What follows belongs to an exercise in optimizing a design on an open flow for small area and a short achievable clock period; a production flow would make more cautious choices. Only simulation tests tie the RTL to the original design; equivalence was not proved. The clock port is modelled as an ideal driver, which makes a skipped or thinned clock tree look cheaper than it is; a real chip needs a root buffer or a tree. No activity file was given, so power comes from the tool's default toggle rates.

==> flow/design.v (excerpt) <==
module axis_fifo
#(
    parameter DATA_WIDTH  = 32,  
    parameter FIFO_DEPTH  = 32   
)
(
    input  logic                      clk_i,
    input  logic                      arstn_i,
    input  logic [DATA_WIDTH   - 1:0] s_axis_tdata_i,
    input  logic                      s_axis_tvalid_i,
    input  logic                      s_axis_tlast_i,
    input  logic [DATA_WIDTH/8 - 1:0] s_axis_tuser_i,
    input  logic [DATA_WIDTH/8 - 1:0] s_axis_tkeep_i,
    output logic                      s_axis_tready_o,
    input  logic                      m_axis_tready_i,
    output logic [DATA_WIDTH   - 1:0] m_axis_tdata_o,
    output logic                      m_axis_tvalid_o,
    output logic                      m_axis_tlast_o
    ,
    output logic [DATA_WIDTH/8 - 1:0] m_axis_tuser_o
    ,
    output logic [DATA_WIDTH/8 - 1:0] m_axis_tkeep_o
);
For scale: roughly 4200 cells after synthesis.
clock: 6.5 ns
lec_check: 0
cap_margin: 20
core_margin: 2
core_utilization: 65
cts_cluster_diameter: 60
cts_cluster_size: 30
place_density: 0.75
setup_slack_margin: 4.0
slew_margin: 20
standard.sh (not shown) runs the stock make flow with config.mk's settings and CLKGATE_MAP_FILE= SYNTH_SCRIPT=/design/flow/synth_recipe.tcl, a recipe that flattens the netlist after the stock synthesis.
==> flow/flow/run.sh <==
#!/bin/bash
set -euo pipefail
work=$(pwd)
bash standard.sh \
  "PRE_CTS_TCL=$work/flow/pre_cts.tcl" \
  "CTS_ARGS=-sink_clustering_enable -repair_clock_nets -dont_use_dummy_load -sink_clustering_size 30 -sink_clustering_max_diameter 60" \
  finish > "$work/standard.log" 2>&1
Other scripts of this flow, unchanged in this note and not shown: flow/flow/pre_cts.tcl
The starting point completed with no timing, DRC or antenna violations.
==> next run, changes <==
--- a/flow/flow/run.sh
+++ b/flow/flow/run.sh
@@ -4,0 +5 @@
+  "PRE_DETAIL_PLACE_TCL=$work/flow/pre_detail_place.tcl" \
@@ -6,0 +8 @@
+  "BUFFER_PORTS_ARGS=-buffer_cell sky130_fd_sc_hd__buf_4" \
==> flow/flow/pre_detail_place.tcl (new file) <==
# Sourced by ORFS's detail_place.tcl before detailed placement
# (PRE_DETAIL_PLACE_TCL). buffer_ports puts each output port's buffer at the
# port, so the register behind it drives the whole wire to the die edge.
# Moving the buffer next to the cell that drives it (detailed placement then
# legalizes it) leaves the register a short net and lets the buffer drive
# the long wire instead.

proc move_output_buffers { } {
  set block [ord::get_db_block]
  set n 0
  foreach bt [$block getBTerms] {
    if {[$bt getIoType] ne "OUTPUT"} continue
    set net [$bt getNet]
    if {$net eq "NULL"} continue
    set buf ""
    foreach it [$net getITerms] {
      if {[$it isOutputSignal]} { set buf [$it getInst] }
    }
    if {$buf eq ""} continue
    set drv ""
    foreach it [$buf getITerms] {
      if {[$it isInputSignal] && [$it getNet] ne "NULL"} {
        foreach jt [[$it getNet] getITerms] {
          if {[$jt isOutputSignal]} { set drv [$jt getInst] }
        }
      }
    }
    if {$drv eq ""} continue
    set loc [$drv getLocation]
    $buf setLocation [lindex $loc 0] [lindex $loc 1]
    incr n
  }
  puts "move_output_buffers: moved $n output buffers next to their drivers"
}

move_output_buffers
- CORE_UTILIZATION: 65 -> 75
- PLACE_DENSITY: 0.75 -> 0.85
- SETUP_SLACK_MARGIN: 4.0 -> 4.2
After rerunning:
- flip-flop and latch count is unchanged
- cell count shrinks by a few percent
- setup slack improved by 0.16 ns
- maximum frequency climbs by a few percent
- wire length grows slightly
- clock skew shrinks by 0.017 ns
- total power shrinks by a few percent
- worst hold slack gains 0.018 ns
- die area decreases by roughly a tenth
==> next run, changes <==
--- a/flow/flow/run.sh
+++ b/flow/flow/run.sh
@@ -7 +7 @@
-  "CTS_ARGS=-sink_clustering_enable -repair_clock_nets -dont_use_dummy_load -sink_clustering_size 30 -sink_clustering_max_diameter 60" \
+  "CTS_ARGS=-sink_clustering_enable -repair_clock_nets -dont_use_dummy_load -sink_clustering_size 30 -sink_clustering_max_diameter 120" \
- CORE_UTILIZATION: 75 -> 65
- PLACE_DENSITY: 0.85 -> 0.75
Synthesized cell count does not change. Final area is about the same. Power is lower by 1.7%. Sequential cell count stays the same. Hold slack is about the same. Sequential power barely changes. Wire length barely changes. Final cell count rises by about 3%. Via count decreases by about 3%.
==> next run, changes <==
--- a/flow/flow/run.sh
+++ b/flow/flow/run.sh
@@ -7 +7 @@
-  "CTS_ARGS=-sink_clustering_enable -repair_clock_nets -dont_use_dummy_load -sink_clustering_size 30 -sink_clustering_max_diameter 120" \
+  "CTS_ARGS=-sink_clustering_enable -repair_clock_nets -dont_use_dummy_load -sink_clustering_size 30 -sink_clustering_max_diameter 60" \
Effect:
- via count grows by 0.52%
- die area does not change
- power grows by 3.8%
- cell area grows by 0.59%
- area after synthesis stays the same
- critical path depth shrinks by 3
==> next run, changes <==
--- a/flow/flow/run.sh
+++ b/flow/flow/run.sh
@@ -5 +4,0 @@
-  "PRE_DETAIL_PLACE_TCL=$work/flow/pre_detail_place.tcl" \
- CORE_UTILIZATION: 65 -> 75
- PLACE_DENSITY: 0.75 -> 0.85
removed: flow/flow/pre_detail_place.tcl
Effect:
- The changed run completed with no timing, DRC or antenna violations
- area after synthesis does not change
- global-route usage goes up by 5.0 points
- clock power goes down by 6.5%
- cell area goes down by 0.79%
- worst hold slack gets better by 0.025 ns
- maximum frequency goes down by 1.3%
- cell count goes down by 3.2%
- utilization goes up by 10 points
- critical path depth stays the same
- routed wire length goes down by 1.4%
==> next run, changes <==
--- a/flow/flow/run.sh
+++ b/flow/flow/run.sh
@@ -4,0 +5 @@
+  "PRE_DETAIL_PLACE_TCL=$work/flow/pre_detail_place.tcl" \
==> flow/flow/pre_detail_place.tcl (new file) <==
# Sourced by ORFS's detail_place.tcl before detailed placement
# (PRE_DETAIL_PLACE_TCL). buffer_ports puts each output port's buffer at the
# port, so the register behind it drives the whole wire to the die edge.
# Moving the buffer next to the cell that drives it (detailed placement then
# legalizes it) leaves the register a short net and lets the buffer drive
# the long wire instead.

proc move_output_buffers { } {
  set block [ord::get_db_block]
  set n 0
  foreach bt [$block getBTerms] {
    if {[$bt getIoType] ne "OUTPUT"} continue
    set net [$bt getNet]
    if {$net eq "NULL"} continue
    set buf ""
    foreach it [$net getITerms] {
      if {[$it isOutputSignal]} { set buf [$it getInst] }
    }
    if {$buf eq ""} continue
    set drv ""
    foreach it [$buf getITerms] {
      if {[$it isInputSignal] && [$it getNet] ne "NULL"} {
        foreach jt [[$it getNet] getITerms] {
          if {[$jt isOutputSignal]} { set drv [$jt getInst] }
        }
      }
    }
    if {$drv eq ""} continue
    set loc [$drv getLocation]
    $buf setLocation [lindex $loc 0] [lindex $loc 1]
    incr n
  }
  puts "move_output_buffers: moved $n output buffers next to their drivers"
}

move_output_buffers
- CORE_UTILIZATION: 75 -> 65
- GPL_ROUTABILITY_DRIVEN: unset -> 0
- PLACE_DENSITY: 0.85 -> 0.75
Effect: The new run passed the timing, DRC and antenna checks. Clock skew is higher by 0.015 ns. Synthesized area stays the same. Routed wire length is higher slightly. Final area is higher slightly.

[afterwards: timing with drivers on the ports]
How much do the figures lean on ideal ports? The routed layouts below were timed once more, with nothing changed but the port constraints.
Step 1 sets driving cells, clkbuf_16 on the clock port and buf_2 on the other inputs (assumed; they add their load-dependent delay and slew).
Step 2, shift: input delay + t, output delay - t, t = (earliest + latest rising clock arrival at the registers) / 2. This alone moves slack from input paths to output paths.
Slacks: ideal / step 1 / step 2; pairs: ideal / step 1.
| run | shift t [ns] | setup slack, ns | worst setup path at the end | latest minus earliest clock arrival (ns) | worst register clock-pin slew, ns |
|---|---|---|---|---|---|
| the first run | 0.617 | 3.969 / 3.872 / 3.460 | input to register | 0.064 / 0.064 | 0.11 / 0.11 |
| the second run | 0.594 | 4.126 / 4.024 / 3.702 | input to register | 0.050 / 0.050 | 0.12 / 0.12 |
| the third run | 0.583 | 4.040 / 4.040 / 3.576 | input to register | 0.034 / 0.033 | 0.12 / 0.12 |
| the fourth run | 0.609 | 4.143 / 4.001 / 3.738 | input to register | 0.057 / 0.057 | 0.11 / 0.11 |
| the fifth run | 0.590 | 4.111 / 3.974 / 3.652 | input to register | 0.049 / 0.048 | 0.11 / 0.11 |
| the sixth run | 0.609 | 4.143 / 4.001 / 3.738 | input to register | 0.057 / 0.057 | 0.11 / 0.11 |
After both steps every run listed still meets setup and hold. The setup slack of the first run, which loses most, moves by -0.097 ns with the drivers and by -0.509 ns with both steps.
